Source: an optimization exercise on an open RTL-to-GDS flow (aim: small area and a short achievable clock period). Production flows keep margins and buffers that such runs may drop.
Function was checked by simulation only, so behaviour that the tests miss may differ from the original.
The flow treats the clock pin as an ideal source. Dropping or thinning the clock tree relies on that and would not hold on a real chip.
Power and IR drop assume default switching activity.

==> flow/design.v (excerpt) <==
module spi_master_top (
    input                    clk_i          ,
    input                    rstn_i         ,
    input                    miso_i         ,
    output reg               sck_o          ,
    output                   mosi_o         ,
    output                   spi_oe_o       ,               
    output      [7:0]        ssn_o          ,
    input                    stb_i          ,
    input       [1:0]        addr_i         ,
    input                    we_i           ,
    input       [7:0]        data_i         ,
    output reg  [7:0]        data_o         ,
    output reg               ack_o          ,
    output reg               int_o
);
Size: about 730 cells after synthesis, ~140 flip-flops, roughly 36 I/O pins, ~6500 µm² of cells after synthesis.
==> flow/config.mk <==
export PLATFORM = sky130hd
export DESIGN_NAME = spi_master_top
export DESIGN_NICKNAME = spi_master_top
export VERILOG_FILES = /design/flow/design.v
export SDC_FILE = /design/flow/constraint.sdc
export NUM_CORES = 4
export LEC_CHECK = 0
export ABC_AREA = 1
export CAP_MARGIN = 20
export CORE_MARGIN = 2
export CORE_UTILIZATION = 40
export SETUP_SLACK_MARGIN = 2.9
export SLEW_MARGIN = 20
export TNS_END_PERCENT = 0
==> flow/constraint.sdc <==
create_clock -name core_clock -period 5.0 [get_ports {clk_i}]
set_input_delay 1.0000 -clock core_clock [delete_from_list [all_inputs] [get_ports {clk_i}]]
set_output_delay 1.0000 -clock core_clock [all_outputs]
set_load 0.01 [all_outputs]
standard.sh (not shown) runs the stock make flow with config.mk's settings and CLKGATE_MAP_FILE= SYNTH_SCRIPT=/design/flow/synth_recipe.tcl, a recipe that flattens the netlist after the stock synthesis.
==> flow/flow/run.sh <==
#!/bin/bash
# Standard layout with buf_2 port buffers and a two-level clock tree: the clock
# port drives one clkbuf_16, which drives 8 clkbuf_8, each driving one cluster of flip-flops
# (flow/cts_hook.tcl replaces TritonCTS's tree building; CTS's repair steps stay).
set -euo pipefail
bash standard.sh \
  "BUFFER_PORTS_ARGS=-buffer_cell sky130_fd_sc_hd__buf_2" \
  "PRE_CTS_TCL=$(pwd)/flow/cts_hook.tcl" \
  CTS_NLEAF=8 CTS_LEAF_BUF=sky130_fd_sc_hd__clkbuf_8 CTS_ROOT_BUF=sky130_fd_sc_hd__clkbuf_16 \
  finish > flow_standard.log 2>&1
==> flow/flow/cts_hook.tcl <==
# Replaces clock_tree_synthesis with a flat clock tree: the clock port drives
# CTS_NLEAF clock buffers, each placed at the centre of a cluster of flip-flops
# (k-means on their locations) and driving that cluster's clock pins.
proc clock_tree_synthesis { args } {
  set nleaf 4
  if { [info exists ::env(CTS_NLEAF)] } { set nleaf $::env(CTS_NLEAF) }
  set bufname sky130_fd_sc_hd__clkbuf_16
  if { [info exists ::env(CTS_LEAF_BUF)] } { set bufname $::env(CTS_LEAF_BUF) }
  set block [ord::get_db_block]
  set clk_net [$block findNet clk_i]
  set sinks {}
  set xs {}
  set ys {}
  foreach it [$clk_net getITerms] {
    set inst [$it getInst]
    set loc [$inst getLocation]
    set m [$inst getMaster]
    lappend sinks $it
    lappend xs [expr {[lindex $loc 0] + [$m getWidth] / 2.0}]
    lappend ys [expr {[lindex $loc 1] + [$m getHeight] / 2.0}]
  }
  set n [llength $sinks]
  # initial centres: sinks spread by sorted x then y
  set order [lsort -integer -indices [lmap x $xs {expr {int($x)}}]]
  set cx {}
  set cy {}
  for {set k 0} {$k < $nleaf} {incr k} {
    set i [lindex $order [expr {int(($k + 0.5) * $n / $nleaf)}]]
    lappend cx [lindex $xs $i]
    lappend cy [lindex $ys $i]
  }
  set capf 1.2
  if { [info exists ::env(CTS_CAP_FACTOR)] } { set capf $::env(CTS_CAP_FACTOR) }
  set cap [expr {int(ceil($capf * $n / $nleaf))}]
  for {set iter 0} {$iter < 30} {incr iter} {
    # balanced assignment: sinks in order of distance to nearest centre, capped cluster size
    set cnt [lrepeat $nleaf 0]
    set pairs {}
    for {set i 0} {$i < $n} {incr i} {
      for {set k 0} {$k < $nleaf} {incr k} {
        set d [expr {abs([lindex $xs $i] - [lindex $cx $k]) + abs([lindex $ys $i] - [lindex $cy $k])}]
        lappend pairs [list $d $i $k]
      }
    }
    set asg [lrepeat $n -1]
    foreach p [lsort -real -index 0 $pairs] {
      lassign $p d i k
      if {[lindex $asg $i] >= 0} continue
      if {[lindex $cnt $k] >= $cap} continue
      lset asg $i $k
      lset cnt $k [expr {[lindex $cnt $k] + 1}]
    }
    set sx [lrepeat $nleaf 0.0]
    set sy [lrepeat $nleaf 0.0]
    for {set i 0} {$i < $n} {incr i} {
      set k [lindex $asg $i]
      lset sx $k [expr {[lindex $sx $k] + [lindex $xs $i]}]
      lset sy $k [expr {[lindex $sy $k] + [lindex $ys $i]}]
    }
    for {set k 0} {$k < $nleaf} {incr k} {
      if {[lindex $cnt $k] > 0} {
        lset cx $k [expr {[lindex $sx $k] / [lindex $cnt $k]}]
        lset cy $k [expr {[lindex $sy $k] / [lindex $cnt $k]}]
      }
    }
  }
  set master [[ord::get_db] findMaster $bufname]
  set nets {}
  # optional root buffer between the clock port and the leaf buffers
  set leaf_in $clk_net
  if { [info exists ::env(CTS_ROOT_BUF)] && $::env(CTS_ROOT_BUF) ne "" } {
    set rmaster [[ord::get_db] findMaster $::env(CTS_ROOT_BUF)]
    set rinst [odb::dbInst_create $block $rmaster "clkbuf_root"]
    set leaf_in [odb::dbNet_create $block "clknet_root"]
    $leaf_in setSigType CLOCK
    [$rinst findITerm A] connect $clk_net
    [$rinst findITerm X] connect $leaf_in
    set mx 0.0
    set my 0.0
    for {set k 0} {$k < $nleaf} {incr k} {
      set mx [expr {$mx + [lindex $cx $k] / $nleaf}]
      set my [expr {$my + [lindex $cy $k] / $nleaf}]
    }
    $rinst setLocation [expr {int($mx - [$rmaster getWidth] / 2.0)}] [expr {int($my - [$rmaster getHeight] / 2.0)}]
    $rinst setPlacementStatus PLACED
  }
  for {set k 0} {$k < $nleaf} {incr k} {
    set inst [odb::dbInst_create $block $master "clkbuf_leaf_$k"]
    set net [odb::dbNet_create $block "clknet_leaf_$k"]
    $net setSigType CLOCK
    [$inst findITerm A] connect $leaf_in
    [$inst findITerm X] connect $net
    set x [expr {int([lindex $cx $k] - [$master getWidth] / 2.0)}]
    set y [expr {int([lindex $cy $k] - [$master getHeight] / 2.0)}]
    $inst setLocation $x $y
    $inst setPlacementStatus PLACED
    lappend nets $net
    puts "clock leaf $k: [lindex $cnt $k] sinks at ($x, $y)"
  }
  set dmax [lrepeat $nleaf 0]
  for {set i 0} {$i < $n} {incr i} {
    set k [lindex $asg $i]
    set d [expr {int(abs([lindex $xs $i] - [lindex $cx $k]) + abs([lindex $ys $i] - [lindex $cy $k]))}]
    if {$d > [lindex $dmax $k]} { lset dmax $k $d }
  }
  puts "clock leaf max sink distances (dbu): $dmax"
  for {set i 0} {$i < $n} {incr i} {
    set it [lindex $sinks $i]
    $it disconnect
    $it connect [lindex $nets [lindex $asg $i]]
  }
  $clk_net setSigType CLOCK
  set_propagated_clock [all_clocks]
}
Next try:
Settings changed: CORE_UTILIZATION 40 to 50, TNS_END_PERCENT 0 to default.
The changed run finished clean.
Flip-flop and latch count does not change.
Worst hold slack loses 0.11 ns.
Fmax climbs by 1.4%.
Core utilization came out higher by 11 points.
Register-to-register slack is better by 0.07 ns.
Setup slack gets better by 0.030 ns.
Next try:
--- a/flow/flow/run.sh
+++ b/flow/flow/run.sh
@@ -3 +3 @@
-# port drives one clkbuf_16, which drives 8 clkbuf_8, each driving one cluster of flip-flops
+# port drives one clkbuf_16, which drives 10 clkbuf_8, each driving one cluster of flip-flops
@@ -9 +9 @@
-  CTS_NLEAF=8 CTS_LEAF_BUF=sky130_fd_sc_hd__clkbuf_8 CTS_ROOT_BUF=sky130_fd_sc_hd__clkbuf_16 \
+  CTS_NLEAF=10 CTS_LEAF_BUF=sky130_fd_sc_hd__clkbuf_8 CTS_ROOT_BUF=sky130_fd_sc_hd__clkbuf_16 \
--- a/flow/flow/cts_hook.tcl
+++ b/flow/flow/cts_hook.tcl
@@ -32 +32 @@
-  set capf 1.2
+  set capf 1.0
@@ -100,7 +99,0 @@
-  set dmax [lrepeat $nleaf 0]
-  for {set i 0} {$i < $n} {incr i} {
-    set k [lindex $asg $i]
-    set d [expr {int(abs([lindex $xs $i] - [lindex $cx $k]) + abs([lindex $ys $i] - [lindex $cy $k]))}]
-    if {$d > [lindex $dmax $k]} { lset dmax $k $d }
-  }
-  puts "clock leaf max sink distances (dbu): $dmax"
Settings changed: CORE_UTILIZATION 50 to 40, SETUP_SLACK_MARGIN 2.9 to 3.1.
The changed run finished clean.
Setup slack got worse by 0.014 ns.
Global-route usage is lower by 3.3 points.
Clock power rose by about 10%.
Synthesized cell count does not change.
Combinational power rose by 29%.
Wire length rises by 6.8%.
Fmax fell by 0.68%.
Area after synthesis does not change.
Core utilization shrinks by 9.3 points.
Worst hold slack gains 0.13 ns.
Flip-flop and latch count is unchanged.
Next try:
Settings changed: SETUP_SLACK_MARGIN 3.1 to 2.7.
After rerunning: Design area goes down by 4.8%. Final cell count goes down by 2.3%. Fmax shrinks by 3.4%. Synthesized area does not change. Via count is lower by 0.88%. Sequential power stays flat. Sequential share of layout area rose by 2.3 points. Utilization is lower by 2.3 points.
Next try:
Settings changed: SETUP_SLACK_MARGIN 2.7 to 2.9.
Effect: Sequential share of layout area is lower by 0.99 points; synthesized area is unchanged; fmax grows by 4.4%; die area stays the same.
In every run of this note, the design's own scripts or RTL, not TritonCTS, make the clock network.

re-timing with driven ports:
In the flow no input, the clock included, has a driving cell. The finished layouts below were timed again as built, in two steps. Step 1, drivers: a clkbuf_16 drives clk_i and a buf_2 each remaining input, both assumed. Step 2, shift: input delay + t, output delay - t, t = (earliest + latest rising clock arrival at the registers) / 2. This alone moves slack from input paths to output paths. a / b / c = no drivers / after step 1 / after step 2; a / b = the first two.
run	t (ns)	slack for setup (ns)	cell pins on the clock port's net
the first run	0.387	2.872 / 2.833 / 2.537	1
the second run	0.392	2.903 / 2.863 / 2.583	1
the third run	0.401	2.888 / 2.848 / 2.727	1
the fourth run	0.395	2.814 / 2.771 / 2.465	1
the fifth run	0.399	2.905 / 2.865 / 2.553	1
After both steps every run listed still meets setup and hold. The setup slack of the fifth run, which loses most, moves by -0.040 ns with the drivers and by -0.352 ns with both steps.
